Context: an optimization exercise on an open-source flow, tuned for small area. The choices shown serve that exercise and are no tape-out recipe. Only simulation tests tie the RTL to the original design; equivalence was not proved.

## complex_mult
module complex_mult
#(
    parameter AWIDTH = 16,
    parameter BWIDTH = 16,
    parameter OUTWIDTH = 33
) (
    input  wire clk,
    input  wire [  AWIDTH-1:0] a_real,
    input  wire [  AWIDTH-1:0] a_imag,
    input  wire [  BWIDTH-1:0] b_real,
    input  wire [  BWIDTH-1:0] b_imag,
    input  wire                 valid,
    output wire [OUTWIDTH-1:0] z_real,
    output wire [OUTWIDTH-1:0] z_imag
);
  reg [15:0] ar1, ai1, br1, bi1;
  reg [15:0] ar2, ai2, br2, bi2;
  reg [15:0] ar3, ai3, br3, bi3;
  reg [15:0] ar4, ai4, br4, bi4;
  reg [15:0] ar5, ai5, br5, bi5;
  reg [15:0] ar6, ai6, br6;
  reg [16:0] ps1, ps2, ps3;
  reg [31:0] zr7;
  reg [32:0] zi7;
  always @(posedge clk) begin
    if (valid) begin
      ar1 <= a_real; ai1 <= a_imag; br1 <= b_real; bi1 <= b_imag;
    end
  end
  always @(posedge clk) begin
    ar2 <= ar1; ai2 <= ai1; br2 <= br1; bi2 <= bi1;
    ar3 <= ar2; ai3 <= ai2; br3 <= br2; bi3 <= bi2;
    ar4 <= ar3; ai4 <= ai3; br4 <= br3; bi4 <= bi3;
    ar5 <= ar4; ai5 <= ai4; br5 <= br4; bi5 <= bi4;
  end
  wire pas1 = ar5[0] ^ ai5[0] ^ 1'b0;
  wire pac2 = (ar5[0] & ai5[0]) | (ar5[0] & 1'b0) | (ai5[0] & 1'b0);
  wire pas3 = ar5[1] ^ ai5[1] ^ pac2;
  wire pac4 = (ar5[1] & ai5[1]) | (ar5[1] & pac2) | (ai5[1] & pac2);
  wire pas5 = ar5[2] ^ ai5[2] ^ pac4;
  wire pac6 = (ar5[2] & ai5[2]) | (ar5[2] & pac4) | (ai5[2] & pac4);
  wire pas7 = ar5[3] ^ ai5[3] ^ pac6;
  wire pac8 = (ar5[3] & ai5[3]) | (ar5[3] & pac6) | (ai5[3] & pac6);
  wire pas9 = ar5[4] ^ ai5[4] ^ pac8;
  wire pac10 = (ar5[4] & ai5[4]) | (ar5[4] & pac8) | (ai5[4] & pac8);
  wire pas11 = ar5[5] ^ ai5[5] ^ pac10;
  wire pac12 = (ar5[5] & ai5[5]) | (ar5[5] & pac10) | (ai5[5] & pac10);
  wire pas13 = ar5[6] ^ ai5[6] ^ pac12;
  wire pac14 = (ar5[6] & ai5[6]) | (ar5[6] & pac12) | (ai5[6] & pac12);
  wire pas15 = ar5[7] ^ ai5[7] ^ pac14;
  ...
==> flow/config.mk <==
export PLATFORM = sky130hd
export DESIGN_NAME = complex_mult
export DESIGN_NICKNAME = complex_mult
export VERILOG_FILES = /design/flow/design.v
export SDC_FILE = /design/flow/constraint.sdc
export NUM_CORES = 4
export LEC_CHECK = 0
export ABC_AREA = 1
export CAP_MARGIN = 20
export CORE_MARGIN = 2
export CORE_UTILIZATION = 65
export CTS_BUF_LIST = sky130_fd_sc_hd__clkbuf_4
export SLEW_MARGIN = 20
==> flow/constraint.sdc <==
create_clock -name core_clock -period 7.0 [get_ports {clk}]
set_input_delay 1.4000 -clock core_clock [delete_from_list [all_inputs] [get_ports {clk}]]
set_output_delay 1.4000 -clock core_clock [all_outputs]
set_load 0.01 [all_outputs]
standard.sh (not shown) runs the stock make flow with config.mk's settings and CLKGATE_MAP_FILE= SYNTH_SCRIPT=/design/flow/synth_recipe.tcl, a recipe that flattens the netlist after the stock synthesis.
==> flow/flow/run.sh <==
#!/bin/bash
# Standard synthesis, then an inverter clean-up around full adders and XOR gates
# (flow/invopt.py), then the standard layout with 1x port buffers.
set -euo pipefail
R=orfs/results/${FLOW_PLATFORM}/complex_mult/base
bash standard.sh synth > synth.log 2>&1
cp $R/1_2_yosys.v $R/1_2_yosys_std.v
python3 flow/invopt.py $R/1_2_yosys_std.v $R/1_2_yosys.v > invopt.log 2>&1
touch $R/1_2_yosys.v
bash standard.sh BUFFER_PORTS_ARGS="-buffer_cell sky130_fd_sc_hd__buf_1" "CTS_ARGS=-sink_clustering_enable -repair_clock_nets -dont_use_dummy_load -buf_list sky130_fd_sc_hd__clkbuf_4 -sink_clustering_size 10 -sink_clustering_max_diameter 50" finish > layout.log 2>&1
==> flow/flow/invopt.py <==
#!/usr/bin/env python3
"""Remove inverters around full adders and XOR gates in a flat sky130 Yosys netlist.

A full adder is self-dual: FA(~a,~b,~c) = (~sum, ~cout), so each fa cell may be
flipped (all its pins complemented) without changing the logic.  An XOR gate can
absorb an inversion on any input or on its output by swapping xor2 <-> xnor2.
A greedy search picks flips that minimise the inverters needed; the netlist is
then rewritten with at most one inverter per signal whose complement is used.
Registers and every other cell are kept as they are.
usage: invopt2.py in.v out.v
"""
import re, sys, random
from collections import defaultdict

P = 'sky130_fd_sc_hd__'
INV = {P + 'inv_1', P + 'inv_2', P + 'clkinv_1'}
FA = {P + 'fa_1', P + 'fa_2', P + 'fa_4'}
XOR = {P + 'xor2_1': (P + 'xor2_1', P + 'xnor2_1', 0), P + 'xnor2_1': (P + 'xor2_1', P + 'xnor2_1', 1),
       P + 'xor2_2': (P + 'xor2_2', P + 'xnor2_2', 0), P + 'xnor2_2': (P + 'xor2_2', P + 'xnor2_2', 1),
       P + 'xor3_1': (P + 'xor3_1', P + 'xnor3_1', 0), P + 'xnor3_1': (P + 'xor3_1', P + 'xnor3_1', 1)}
OUTPINS = {'X', 'Y', 'Q', 'Q_N', 'SUM', 'COUT', 'HI', 'LO'}

src = open(sys.argv[1]).read()
mod = re.search(r'^(module\s+\w+\s*\(.*?\);)(.*)^(endmodule)', src, re.S | re.M)
pre, head, body, tail = src[:mod.start()], mod.group(1), mod.group(2), src[mod.start(3):]

cell_re = re.compile(r'^\s*(sky130_fd_sc_hd__\w+)\s+(\\\S+|\S+)\s*\((.*?)\);\n?', re.S | re.M)
pin_re = re.compile(r'\.(\w+)\(\s*(\\\S+\s|[^()\s]+)\s*\)')
cells = []
for mm in cell_re.finditer(body):
    typ, name, pins = mm.groups()
    pm = {p: n.strip() for p, n in pin_re.findall(pins)}
    cells.append([typ, name, pm])
rest = cell_re.sub('', body)

def q(n):
    return n + ' ' if n.startswith('\\') else n

protected = set()   # nets named in assigns or ports: their polarity is fixed
for a in re.findall(r'assign\s+(.*?);', rest, re.S):
    for tok in re.findall(r'\\\S+|[A-Za-z_][\w$]*(?:\[\d+\])?', a):
        protected.add(tok)
ports = set()
for d in re.findall(r'^\s*(?:input|output)\b([^;]*);', rest, re.M):
    for tok in re.findall(r'[A-Za-z_]\w*', d.split(']')[-1]):
        ports.add(tok)
def is_port_net(n):
    return n.split('[')[0] in ports or n in protected

drv = {}
for i, (typ, name, pm) in enumerate(cells):
    for p, n in pm.items():
        if p in OUTPINS:
            drv[n] = i
isinv = [c[0] in INV for c in cells]
isfa = [c[0] in FA for c in cells]
isxor = [c[0] in XOR for c in cells]

def resolve(n):
    i = drv.get(n)
    if i is not None and isinv[i] and not is_port_net(n):
        return cells[i][2]['A'], 1
    return n, 0

# loads of each base signal: (cell, pin, w0); w0 = 1 if it currently reads the complement
loads = defaultdict(list)
for i, (typ, name, pm) in enumerate(cells):
    if isinv[i] and not is_port_net(pm['Y']):
        continue
    for p, n in pm.items():
        if p in OUTPINS:
            continue
        b, w = resolve(n)
        loads[b].append((i, p, w))

flip = [0] * len(cells)       # FA: all pins complemented; XOR: output complemented
pinned = set()
for i, (typ, name, pm) in enumerate(cells):
    if isfa[i] or isxor[i]:
        for p, n in pm.items():
            if p in OUTPINS and is_port_net(n):
                pinned.add(i)

def dpol(b):
    i = drv.get(b)
    return flip[i] if i is not None and (isfa[i] or isxor[i]) else 0

def need(b):
    d = dpol(b)
    for (i, p, w) in loads[b]:
        if isxor[i]:
            continue
        wf = w ^ (flip[i] if isfa[i] else 0)
        if wf != d:
            return 1
    return 0

touch = defaultdict(set)
for b, ls in loads.items():
    for (i, p, w) in ls:
        touch[i].add(b)
for b in loads:
    i = drv.get(b)
    if i is not None:
        touch[i].add(b)

before = sum(need(b) for b in loads)
cand = [i for i in range(len(cells)) if (isfa[i] or isxor[i]) and i not in pinned]
best_flip, best = list(flip), before
random.seed(1)
for restart in range(int(sys.argv[3]) if len(sys.argv) > 3 else 8):
    if restart:
        flip = list(best_flip)
        for i in random.sample(cand, len(cand) // 10):
            flip[i] ^= 1
    changed = True
    while changed:
        changed = False
        order = cand[:]
        random.shuffle(order)
        for i in order:
            bs = touch[i]
            c0 = sum(need(b) for b in bs)
            flip[i] ^= 1
            c1 = sum(need(b) for b in bs)
            if c1 < c0 or (c1 == c0 and random.random() < 0.3):
                changed = changed or c1 < c0
            else:
                flip[i] ^= 1
    tot = sum(need(b) for b in loads)
    if tot < best:
        best, best_flip = tot, list(flip)
flip = best_flip
print(f'inverters: {sum(isinv)} in netlist, {before} signals needing a complement -> {best}', file=sys.stderr)

# rewrite
compl = {}
newcells = []
def comp_net(b):
    if b not in compl:
        nm = f'_invopt_{len(compl)}_'
        compl[b] = nm
        newcells.append((P + 'inv_1', nm + 'i', {'A': b, 'Y': nm}))
    return compl[b]

out = []
for i, (typ, name, pm) in enumerate(cells):
    if isinv[i] and not is_port_net(pm['Y']):
        continue
    npm = {}
    par = 0
    for p, n in pm.items():
        if p in OUTPINS:
            npm[p] = n
            continue
        b, w = resolve(n)
        d = dpol(b)
        if isxor[i]:
            npm[p] = b
            par ^= w ^ d          # reads b^d physically, wanted b^w
        else:
            wf = w ^ (flip[i] if isfa[i] else 0)
            npm[p] = b if wf == d else comp_net(b)
    if isxor[i]:
        xt, xnt, inv0 = XOR[typ]
        # wanted out = xor(inputs wanted) ^ inv0; physical output = wanted ^ flip
        typ = xnt if (inv0 ^ par ^ flip[i]) else xt
        opin = 'Y' if 'xnor2' in typ else 'X'
        onet = npm.pop('X', None) or npm.pop('Y')
        npm[opin] = onet
    out.append((typ, name, npm))

lines = [f'  wire {n};' for n in compl.values()]
for typ, name, pm in newcells + out:
    pins = ', '.join(f'.{p}({q(n)})' for p, n in pm.items())
    lines.append(f'  {typ} {q(name)} ({pins});')
open(sys.argv[2], 'w').write(pre + head + rest + '\n'.join(lines) + '\n' + tail)
Rerun with:
- CORE_UTILIZATION: 65 -> 58
- PLACE_DENSITY: default -> 0.6
Result: The changed run went through all stages and came out clean. Utilization went down by 7.4 points. Critical path depth went down by 1. Routed wire length went up by 7.3%. Synthesized area stays the same. Via count went up by 1.5%. Synthesized cell count stays the same. Global-route usage went down by 1.6 points. Design area went up by 0.73%.
Rerun with:
==> flow/flow/run.sh (replaced) <==
#!/bin/bash
# Standard synthesis, then an inverter clean-up around full adders and XOR gates
# (flow/invopt.py), then the standard layout with 1x port buffers.
set -euo pipefail
R=orfs/results/${FLOW_PLATFORM}/complex_mult/base
bash standard.sh synth > synth.log 2>&1
cp $R/1_2_yosys.v $R/1_2_yosys_std.v
python3 flow/invopt.py $R/1_2_yosys_std.v $R/1_2_yosys.v > invopt.log 2>&1
touch $R/1_2_yosys.v
bash standard.sh BUFFER_PORTS_ARGS="-buffer_cell sky130_fd_sc_hd__buf_1" "CTS_ARGS=-sink_clustering_enable -repair_clock_nets -dont_use_dummy_load -buf_list sky130_fd_sc_hd__clkbuf_4 -sink_clustering_size 10 -sink_clustering_max_diameter 50" "GLOBAL_PLACEMENT_ARGS=-timing_driven_nets_percentage 3" finish > layout.log 2>&1
- CORE_UTILIZATION: 58 -> 65
- PLACE_DENSITY: 0.6 -> default
Result:
- The new run completed without violations
- non-clock buffer count climbs by 2
- flip-flop and latch count is unchanged
- count of clock-buffer cells in the layout climbs by 3
- utilization climbs by 7.7 points
- worst setup slack barely changes
Rerun with:
==> flow/flow/run.sh (replaced) <==
#!/bin/bash
# Standard synthesis, then an inverter clean-up around full adders and XOR gates
# (flow/invopt.py), then the standard layout with 1x port buffers.
set -euo pipefail
R=orfs/results/${FLOW_PLATFORM}/complex_mult/base
bash standard.sh synth > synth.log 2>&1
cp $R/1_2_yosys.v $R/1_2_yosys_std.v
python3 flow/invopt.py $R/1_2_yosys_std.v $R/1_2_yosys.v > invopt.log 2>&1
touch $R/1_2_yosys.v
bash standard.sh BUFFER_PORTS_ARGS="-buffer_cell sky130_fd_sc_hd__buf_1" "CTS_ARGS=-sink_clustering_enable -repair_clock_nets -dont_use_dummy_load -buf_list sky130_fd_sc_hd__clkbuf_4 -sink_clustering_size 10 -sink_clustering_max_diameter 50" finish > layout.log 2>&1
--- a/flow/flow/invopt.py
+++ b/flow/flow/invopt.py
@@ -5,8 +5,8 @@
 flipped (all its pins complemented) without changing the logic.  An XOR gate can
 absorb an inversion on any input or on its output by swapping xor2 <-> xnor2.
-A greedy search picks flips that minimise the inverters needed; the netlist is
+Simulated annealing picks flips that minimise the inverters needed; the netlist is
 then rewritten with at most one inverter per signal whose complement is used.
 Registers and every other cell are kept as they are.
-usage: invopt2.py in.v out.v
+usage: invopt.py in.v out.v [unused] [annealing steps]
 """
 import re, sys, random
@@ -109,26 +109,39 @@
 best_flip, best = list(flip), before
 random.seed(1)
-for restart in range(int(sys.argv[3]) if len(sys.argv) > 3 else 8):
-    if restart:
-        flip = list(best_flip)
-        for i in random.sample(cand, len(cand) // 10):
+import math
+cur = before
+# simulated annealing over flips with the exact inverter count
+T = 2.0
+steps = int(sys.argv[4]) if len(sys.argv) > 4 else 2000000
+for k in range(steps):
+    i = random.choice(cand)
+    bs = touch[i]
+    c0 = sum(need(b) for b in bs)
+    flip[i] ^= 1
+    c1 = sum(need(b) for b in bs)
+    d = c1 - c0
+    if d <= 0 or random.random() < math.exp(-d / T):
+        cur += d
+        if cur < best:
+            best, best_flip = cur, list(flip)
+    else:
+        flip[i] ^= 1
+    T = max(0.05, 2.0 * (1 - k / steps))
+# final greedy polish
+flip = list(best_flip)
+changed = True
+while changed:
+    changed = False
+    for i in cand:
+        bs = touch[i]
+        c0 = sum(need(b) for b in bs)
+        flip[i] ^= 1
+        c1 = sum(need(b) for b in bs)
+        if c1 < c0:
+            changed = True
+        else:
             flip[i] ^= 1
-    changed = True
-    while changed:
-        changed = False
-        order = cand[:]
-        random.shuffle(order)
-        for i in order:
-            bs = touch[i]
-            c0 = sum(need(b) for b in bs)
-            flip[i] ^= 1
-            c1 = sum(need(b) for b in bs)
-            if c1 < c0 or (c1 == c0 and random.random() < 0.3):
-                changed = changed or c1 < c0
-            else:
-                flip[i] ^= 1
-    tot = sum(need(b) for b in loads)
-    if tot < best:
-        best, best_flip = tot, list(flip)
+best_flip = list(flip)
+best = sum(need(b) for b in loads)
 flip = best_flip
 print(f'inverters: {sum(isinv)} in netlist, {before} signals needing a complement -> {best}', file=sys.stderr)
- PLACE_DENSITY: default -> 0.8
The new run passed the timing, DRC and antenna checks.
Cell area is lower by 1.4%.
Via count hardly moves.
Worst setup slack improved by 0.051 ns.
Routed wire length is higher by 1.5%.


Starting RTL as in the previous note.
Settings: LEC_CHECK=0, ABC_AREA=1, CAP_MARGIN=20, CORE_MARGIN=2, CORE_UTILIZATION=65, CTS_BUF_LIST=sky130_fd_sc_hd__clkbuf_4, SLEW_MARGIN=20; clock period 7.0 ns.
==> flow/flow/run.sh <==
#!/bin/bash
# Standard synthesis, then an inverter clean-up around full adders and XOR gates
# (flow/invopt.py), then the standard layout with 1x port buffers.
set -euo pipefail
R=orfs/results/${FLOW_PLATFORM}/complex_mult/base
bash standard.sh synth > synth.log 2>&1
cp $R/1_2_yosys.v $R/1_2_yosys_std.v
python3 flow/invopt.py $R/1_2_yosys_std.v $R/1_2_yosys.v > invopt.log 2>&1
touch $R/1_2_yosys.v
bash standard.sh BUFFER_PORTS_ARGS="-buffer_cell sky130_fd_sc_hd__buf_1" "CTS_ARGS=-sink_clustering_enable -repair_clock_nets -dont_use_dummy_load -buf_list sky130_fd_sc_hd__clkbuf_4 -sink_clustering_size 12 -sink_clustering_max_diameter 45" finish > layout.log 2>&1
==> flow/flow/invopt.py <==
#!/usr/bin/env python3
"""Remove inverters around full adders and XOR gates in a flat sky130 Yosys netlist.

A full adder is self-dual: FA(~a,~b,~c) = (~sum, ~cout), so each fa cell may be
flipped (all its pins complemented) without changing the logic.  An XOR gate can
absorb an inversion on any input or on its output by swapping xor2 <-> xnor2.
A greedy search picks flips that minimise the inverters needed; the netlist is
then rewritten with at most one inverter per signal whose complement is used.
Registers and every other cell are kept as they are.
usage: invopt2.py in.v out.v
"""
import re, sys, random
from collections import defaultdict

P = 'sky130_fd_sc_hd__'
INV = {P + 'inv_1', P + 'inv_2', P + 'clkinv_1'}
FA = {P + 'fa_1', P + 'fa_2', P + 'fa_4'}
XOR = {P + 'xor2_1': (P + 'xor2_1', P + 'xnor2_1', 0), P + 'xnor2_1': (P + 'xor2_1', P + 'xnor2_1', 1),
       P + 'xor2_2': (P + 'xor2_2', P + 'xnor2_2', 0), P + 'xnor2_2': (P + 'xor2_2', P + 'xnor2_2', 1),
       P + 'xor3_1': (P + 'xor3_1', P + 'xnor3_1', 0), P + 'xnor3_1': (P + 'xor3_1', P + 'xnor3_1', 1)}
OUTPINS = {'X', 'Y', 'Q', 'Q_N', 'SUM', 'COUT', 'HI', 'LO'}

src = open(sys.argv[1]).read()
mod = re.search(r'^(module\s+\w+\s*\(.*?\);)(.*)^(endmodule)', src, re.S | re.M)
pre, head, body, tail = src[:mod.start()], mod.group(1), mod.group(2), src[mod.start(3):]

cell_re = re.compile(r'^\s*(sky130_fd_sc_hd__\w+)\s+(\\\S+|\S+)\s*\((.*?)\);\n?', re.S | re.M)
pin_re = re.compile(r'\.(\w+)\(\s*(\\\S+\s|[^()\s]+)\s*\)')
cells = []
for mm in cell_re.finditer(body):
    typ, name, pins = mm.groups()
    pm = {p: n.strip() for p, n in pin_re.findall(pins)}
    cells.append([typ, name, pm])
rest = cell_re.sub('', body)

def q(n):
    return n + ' ' if n.startswith('\\') else n

protected = set()   # nets named in assigns or ports: their polarity is fixed
for a in re.findall(r'assign\s+(.*?);', rest, re.S):
    for tok in re.findall(r'\\\S+|[A-Za-z_][\w$]*(?:\[\d+\])?', a):
        protected.add(tok)
ports = set()
for d in re.findall(r'^\s*(?:input|output)\b([^;]*);', rest, re.M):
    for tok in re.findall(r'[A-Za-z_]\w*', d.split(']')[-1]):
        ports.add(tok)
def is_port_net(n):
    return n.split('[')[0] in ports or n in protected

drv = {}
for i, (typ, name, pm) in enumerate(cells):
    for p, n in pm.items():
        if p in OUTPINS:
            drv[n] = i
isinv = [c[0] in INV for c in cells]
isfa = [c[0] in FA for c in cells]
isxor = [c[0] in XOR for c in cells]

def resolve(n):
    i = drv.get(n)
    if i is not None and isinv[i] and not is_port_net(n):
        return cells[i][2]['A'], 1
    return n, 0

# loads of each base signal: (cell, pin, w0); w0 = 1 if it currently reads the complement
loads = defaultdict(list)
for i, (typ, name, pm) in enumerate(cells):
    if isinv[i] and not is_port_net(pm['Y']):
        continue
    for p, n in pm.items():
        if p in OUTPINS:
            continue
        b, w = resolve(n)
        loads[b].append((i, p, w))

flip = [0] * len(cells)       # FA: all pins complemented; XOR: output complemented
pinned = set()
for i, (typ, name, pm) in enumerate(cells):
    if isfa[i] or isxor[i]:
        for p, n in pm.items():
            if p in OUTPINS and is_port_net(n):
                pinned.add(i)

def dpol(b):
    i = drv.get(b)
    return flip[i] if i is not None and (isfa[i] or isxor[i]) else 0

def need(b):
    d = dpol(b)
    for (i, p, w) in loads[b]:
        if isxor[i]:
            continue
        wf = w ^ (flip[i] if isfa[i] else 0)
        if wf != d:
            return 1
    return 0

touch = defaultdict(set)
for b, ls in loads.items():
    for (i, p, w) in ls:
        touch[i].add(b)
for b in loads:
    i = drv.get(b)
    if i is not None:
        touch[i].add(b)

before = sum(need(b) for b in loads)
cand = [i for i in range(len(cells)) if (isfa[i] or isxor[i]) and i not in pinned]
best_flip, best = list(flip), before
random.seed(1)
for restart in range(int(sys.argv[3]) if len(sys.argv) > 3 else 8):
    if restart:
        flip = list(best_flip)
        for i in random.sample(cand, len(cand) // 10):
            flip[i] ^= 1
    changed = True
    while changed:
        changed = False
        order = cand[:]
        random.shuffle(order)
        for i in order:
            bs = touch[i]
            c0 = sum(need(b) for b in bs)
            flip[i] ^= 1
            c1 = sum(need(b) for b in bs)
            if c1 < c0 or (c1 == c0 and random.random() < 0.3):
                changed = changed or c1 < c0
            else:
                flip[i] ^= 1
    tot = sum(need(b) for b in loads)
    if tot < best:
        best, best_flip = tot, list(flip)
flip = best_flip
print(f'inverters: {sum(isinv)} in netlist, {before} signals needing a complement -> {best}', file=sys.stderr)

# rewrite
compl = {}
newcells = []
def comp_net(b):
    if b not in compl:
        nm = f'_invopt_{len(compl)}_'
        compl[b] = nm
        newcells.append((P + 'inv_1', nm + 'i', {'A': b, 'Y': nm}))
    return compl[b]

out = []
for i, (typ, name, pm) in enumerate(cells):
    if isinv[i] and not is_port_net(pm['Y']):
        continue
    npm = {}
    par = 0
    for p, n in pm.items():
        if p in OUTPINS:
            npm[p] = n
            continue
        b, w = resolve(n)
        d = dpol(b)
        if isxor[i]:
            npm[p] = b
            par ^= w ^ d          # reads b^d physically, wanted b^w
        else:
            wf = w ^ (flip[i] if isfa[i] else 0)
            npm[p] = b if wf == d else comp_net(b)
    if isxor[i]:
        xt, xnt, inv0 = XOR[typ]
        # wanted out = xor(inputs wanted) ^ inv0; physical output = wanted ^ flip
        typ = xnt if (inv0 ^ par ^ flip[i]) else xt
        opin = 'Y' if 'xnor2' in typ else 'X'
        onet = npm.pop('X', None) or npm.pop('Y')
        npm[opin] = onet
    out.append((typ, name, npm))

lines = [f'  wire {n};' for n in compl.values()]
for typ, name, pm in newcells + out:
    pins = ', '.join(f'.{p}({q(n)})' for p, n in pm.items())
    lines.append(f'  {typ} {q(name)} ({pins});')
open(sys.argv[2], 'w').write(pre + head + rest + '\n'.join(lines) + '\n' + tail)
Then changed:
==> flow/flow/run.sh (replaced) <==
#!/bin/bash
# Standard synthesis, then an inverter clean-up around full adders and XOR gates
# (flow/invopt.py), then the standard layout with 1x port buffers.
set -euo pipefail
R=orfs/results/${FLOW_PLATFORM}/complex_mult/base
bash standard.sh synth > synth.log 2>&1
cp $R/1_2_yosys.v $R/1_2_yosys_std.v
python3 flow/invopt.py $R/1_2_yosys_std.v $R/1_2_yosys.v > invopt.log 2>&1
touch $R/1_2_yosys.v
bash standard.sh BUFFER_PORTS_ARGS="-buffer_cell sky130_fd_sc_hd__buf_1" "CTS_ARGS=-sink_clustering_enable -repair_clock_nets -dont_use_dummy_load -buf_list sky130_fd_sc_hd__clkbuf_4 -sink_clustering_size 10 -sink_clustering_max_diameter 50" finish > layout.log 2>&1
Settings changed: PLACE_DENSITY set to 0.72.
Area after synthesis does not change. Fmax is about the same. Sequential share of layout area hardly moves. Flip-flop and latch count does not change.
Then changed:
--- a/flow/flow/invopt.py
+++ b/flow/flow/invopt.py
@@ -5,8 +5,8 @@
 flipped (all its pins complemented) without changing the logic.  An XOR gate can
 absorb an inversion on any input or on its output by swapping xor2 <-> xnor2.
-A greedy search picks flips that minimise the inverters needed; the netlist is
+Simulated annealing picks flips that minimise the inverters needed; the netlist is
 then rewritten with at most one inverter per signal whose complement is used.
 Registers and every other cell are kept as they are.
-usage: invopt2.py in.v out.v
+usage: invopt.py in.v out.v [unused] [annealing steps]
 """
 import re, sys, random
@@ -109,26 +109,39 @@
 best_flip, best = list(flip), before
 random.seed(1)
-for restart in range(int(sys.argv[3]) if len(sys.argv) > 3 else 8):
-    if restart:
-        flip = list(best_flip)
-        for i in random.sample(cand, len(cand) // 10):
+import math
+cur = before
+# simulated annealing over flips with the exact inverter count
+T = 2.0
+steps = int(sys.argv[4]) if len(sys.argv) > 4 else 2000000
+for k in range(steps):
+    i = random.choice(cand)
+    bs = touch[i]
+    c0 = sum(need(b) for b in bs)
+    flip[i] ^= 1
+    c1 = sum(need(b) for b in bs)
+    d = c1 - c0
+    if d <= 0 or random.random() < math.exp(-d / T):
+        cur += d
+        if cur < best:
+            best, best_flip = cur, list(flip)
+    else:
+        flip[i] ^= 1
+    T = max(0.05, 2.0 * (1 - k / steps))
+# final greedy polish
+flip = list(best_flip)
+changed = True
+while changed:
+    changed = False
+    for i in cand:
+        bs = touch[i]
+        c0 = sum(need(b) for b in bs)
+        flip[i] ^= 1
+        c1 = sum(need(b) for b in bs)
+        if c1 < c0:
+            changed = True
+        else:
             flip[i] ^= 1
-    changed = True
-    while changed:
-        changed = False
-        order = cand[:]
-        random.shuffle(order)
-        for i in order:
-            bs = touch[i]
-            c0 = sum(need(b) for b in bs)
-            flip[i] ^= 1
-            c1 = sum(need(b) for b in bs)
-            if c1 < c0 or (c1 == c0 and random.random() < 0.3):
-                changed = changed or c1 < c0
-            else:
-                flip[i] ^= 1
-    tot = sum(need(b) for b in loads)
-    if tot < best:
-        best, best_flip = tot, list(flip)
+best_flip = list(flip)
+best = sum(need(b) for b in loads)
 flip = best_flip
 print(f'inverters: {sum(isinv)} in netlist, {before} signals needing a complement -> {best}', file=sys.stderr)
=>
- The changed run finished with timing, DRC and antenna clean
- critical path depth went down by 1
- core utilization went up by 0.82 points
- area after synthesis went down by 1.2%
- design area went down by 0.75%
- non-clock buffer count went up by 10
- worst setup slack loses 0.031 ns
- routed wire length went up by about 4.4%
- clock skew went up by 0.096 ns
- clock-buffer cell count stays the same
- via count went up by about 1.2%
Then changed:
==> flow/flow/run.sh (replaced) <==
#!/bin/bash
# Standard synthesis, then an inverter clean-up around full adders and XOR gates
# (flow/invopt.py), then the standard layout with 1x port buffers.
set -euo pipefail
R=orfs/results/${FLOW_PLATFORM}/complex_mult/base
bash standard.sh synth > synth.log 2>&1
cp $R/1_2_yosys.v $R/1_2_yosys_std.v
python3 flow/invopt.py $R/1_2_yosys_std.v $R/1_2_yosys.v > invopt.log 2>&1
touch $R/1_2_yosys.v
bash standard.sh BUFFER_PORTS_ARGS="-buffer_cell sky130_fd_sc_hd__buf_1" "CTS_ARGS=-sink_clustering_enable -repair_clock_nets -dont_use_dummy_load -buf_list sky130_fd_sc_hd__clkbuf_4 -sink_clustering_size 10 -sink_clustering_max_diameter 50" RECOVER_POWER=100 finish > layout.log 2>&1
Outcome:
- routed wire length barely changes
- cell count does not change
- global-route usage does not change
- utilization stays flat
- count of clock-buffer cells in the layout is unchanged
- non-clock buffer count stays the same
- via count stays flat
- die area does not change
Then changed:
==> flow/flow/run.sh (replaced) <==
#!/bin/bash
# Standard synthesis, then an inverter clean-up around full adders and XOR gates
# (flow/invopt.py), then the standard layout with 1x port buffers.
set -euo pipefail
R=orfs/results/${FLOW_PLATFORM}/complex_mult/base
bash standard.sh synth > synth.log 2>&1
cp $R/1_2_yosys.v $R/1_2_yosys_std.v
python3 flow/invopt.py $R/1_2_yosys_std.v $R/1_2_yosys.v > invopt.log 2>&1
touch $R/1_2_yosys.v
bash standard.sh BUFFER_PORTS_ARGS="-buffer_cell sky130_fd_sc_hd__buf_1" "CTS_ARGS=-sink_clustering_enable -repair_clock_nets -dont_use_dummy_load -buf_list sky130_fd_sc_hd__clkbuf_4 -sink_clustering_size 10 -sink_clustering_max_diameter 50" finish > layout.log 2>&1
--- a/flow/flow/invopt.py
+++ b/flow/flow/invopt.py
@@ -7,4 +7,5 @@
 Simulated annealing picks flips that minimise the inverters needed; the netlist is
 then rewritten with at most one inverter per signal whose complement is used.
+A half adder whose output is used only complemented is split into two gates.
 Registers and every other cell are kept as they are.
 usage: invopt.py in.v out.v [unused] [annealing steps]
@@ -184,4 +185,40 @@
     out.append((typ, name, npm))
 
+# A half adder whose sum or carry is used only complemented is split into an
+# XOR/XNOR gate and an AND/NAND gate, which drops the inverter at no extra area.
+direct = defaultdict(int)
+for typ, name, pm in out:
+    for p, n in pm.items():
+        if p not in OUTPINS:
+            direct[n] += 1
+inv_of = {b: c for b, c in compl.items()}
+dropped = set()
+split = []
+nsplit = 0
+for k, (typ, name, pm) in enumerate(out):
+    if typ != P + 'ha_1':
+        continue
+    sn, cn = pm['SUM'], pm['COUT']
+    s_only = sn in inv_of and direct[sn] == 0 and not is_port_net(sn)
+    c_only = cn in inv_of and direct[cn] == 0 and not is_port_net(cn)
+    if not (s_only or c_only):
+        continue
+    nsplit += 1
+    a, b = pm['A'], pm['B']
+    if s_only:
+        split.append((P + 'xnor2_1', f'_haopt_{nsplit}_s', {'A': a, 'B': b, 'Y': inv_of[sn]}))
+        dropped.add(sn)
+    else:
+        split.append((P + 'xor2_1', f'_haopt_{nsplit}_s', {'A': a, 'B': b, 'X': sn}))
+    if c_only:
+        split.append((P + 'nand2_1', f'_haopt_{nsplit}_c', {'A': a, 'B': b, 'Y': inv_of[cn]}))
+        dropped.add(cn)
+    else:
+        split.append((P + 'and2_1', f'_haopt_{nsplit}_c', {'A': a, 'B': b, 'X': cn}))
+    out[k] = None
+out = [c for c in out if c is not None] + split
+newcells = [c for c in newcells if c[2]['A'] not in dropped]
+print(f'split {nsplit} half adders, dropped {len(dropped)} inverters', file=sys.stderr)
+
 lines = [f'  wire {n};' for n in compl.values()]
 for typ, name, pm in newcells + out:
Core utilization is lower by 0.14 points.
Count of clock-buffer cells in the layout falls by 2.
Cell area drops by 0.41%.
Routed wire length came out higher by 4.7%.
Die area goes down by 0.40%.
Hold slack gains 0.085 ns.
Synthesized area falls by 0.40%.
Fmax came out lower by 0.61%.
Worst setup slack gets worse by 0.042 ns.
Non-clock buffer count came out higher by 1.
Then changed:
--- a/flow/flow/invopt.py
+++ b/flow/flow/invopt.py
@@ -7,5 +7,6 @@
 Simulated annealing picks flips that minimise the inverters needed; the netlist is
 then rewritten with at most one inverter per signal whose complement is used.
-A half adder whose output is used only complemented is split into two gates.
+A half adder whose output is used only complemented is split into two gates,
+and a complement with many loads gets one inverter per few loads.
 Registers and every other cell are kept as they are.
 usage: invopt.py in.v out.v [unused] [annealing steps]
@@ -49,4 +50,23 @@
     return n.split('[')[0] in ports or n in protected
 
+drv = {}
+for i, (typ, name, pm) in enumerate(cells):
+    for p, n in pm.items():
+        if p in OUTPINS:
+            drv[n] = i
+# Buffers from synthesis (the layout removes them anyway) are dropped here so
+# that fanouts are seen as they are.
+isbuf = [re.match(P + r'(clk)?buf_\d+$', c[0]) is not None and not is_port_net(c[2].get('X', '')) for c in cells]
+thru = {cells[i][2]['X']: cells[i][2]['A'] for i in range(len(cells)) if isbuf[i]}
+def unbuf(n):
+    while n in thru:
+        n = thru[n]
+    return n
+for i, c in enumerate(cells):
+    if not isbuf[i]:
+        for p in list(c[2]):
+            if p not in OUTPINS:
+                c[2][p] = unbuf(c[2][p])
+cells = [c for i, c in enumerate(cells) if not isbuf[i]]
 drv = {}
 for i, (typ, name, pm) in enumerate(cells):
@@ -185,4 +205,5 @@
     out.append((typ, name, npm))
 
+rev_compl = {}
 # A half adder whose sum or carry is used only complemented is split into an
 # XOR/XNOR gate and an AND/NAND gate, which drops the inverter at no extra area.
@@ -219,7 +240,29 @@
 out = [c for c in out if c is not None] + split
 newcells = [c for c in newcells if c[2]['A'] not in dropped]
+rev_compl = {c: b for b, c in compl.items() if b not in dropped}
 print(f'split {nsplit} half adders, dropped {len(dropped)} inverters', file=sys.stderr)
 
-lines = [f'  wire {n};' for n in compl.values()]
+# A complement used by many pins gets one inverter per SPLIT pins instead of a
+# single inverter that the layout would have to buffer.
+SPLIT = 6
+users = defaultdict(list)
+for k, (typ, name, pm) in enumerate(out):
+    for p, n in pm.items():
+        if p not in OUTPINS and n in rev_compl:
+            users[n].append((k, p))
+extra = []
+for cn, us in users.items():
+    if len(us) <= SPLIT:
+        continue
+    b = rev_compl[cn]
+    for g in range(1, (len(us) + SPLIT - 1) // SPLIT):
+        nn = f'{cn}s{g}_'
+        extra.append(nn)
+        newcells.append((P + 'inv_1', nn + 'i', {'A': b, 'Y': nn}))
+        for (k, p) in us[g * SPLIT:(g + 1) * SPLIT]:
+            out[k][2][p] = nn
+print(f'added {len(extra)} inverters to split high-fanout complements', file=sys.stderr)
+
+lines = [f'  wire {n};' for n in list(compl.values()) + extra]
 for typ, name, pm in newcells + out:
     pins = ', '.join(f'.{p}({q(n)})' for p, n in pm.items())
What happened: Synthesized area goes down by 1.2%. Die area goes down by 1.1%.

==> what the ideal ports hide <==
The flow's constraints put no driver on any port. The routed layouts listed below were extracted and timed again, unchanged, in two steps.
Step 1 assumes that a clkbuf_16 drives the clock port and a buf_2 every other input.
Step 2 adds t to the input delays and takes it off the output delays; t is the mean of the earliest and latest rising clock arrival at the registers after step 1. Input paths then give back, and output paths get back, about the clock's delay inside the block.
Three values: ideal, step 1, step 2; two values: the first two.
run | t (ns) | setup WS [ns] | worst setup path at the end | worst register clock-pin slew, ns
the first run of note 1 | 0.865 | 0.190 / 0.190 / 0.190 | register to register | 0.11 / 0.11
the second run of note 1 | 0.860 | 0.142 / 0.142 / 0.142 | register to register | 0.11 / 0.11
the third run of note 1 | 0.849 | 0.145 / 0.145 / 0.145 | register to register | 0.11 / 0.11
the fourth run of note 1 | 0.846 | 0.195 / 0.195 / 0.195 | register to register | 0.10 / 0.10
the first run of note 2 | 0.864 | 0.185 / 0.185 / 0.185 | register to register | 0.12 / 0.12
the second run of note 2 | 0.859 | 0.205 / 0.205 / 0.205 | register to register | 0.11 / 0.11
the third run of note 2 | 0.855 | 0.173 / 0.173 / 0.173 | register to register | 0.11 / 0.11
the fourth run of note 2 | 0.857 | 0.172 / 0.172 / 0.172 | register to register | 0.11 / 0.11
the fifth run of note 2 | 0.841 | 0.130 / 0.130 / 0.130 | register to register | 0.11 / 0.11
the sixth run of note 2 | 0.888 | 0.132 / 0.132 / 0.132 | register to register | 0.12 / 0.12
After both steps every run listed still meets setup and hold.
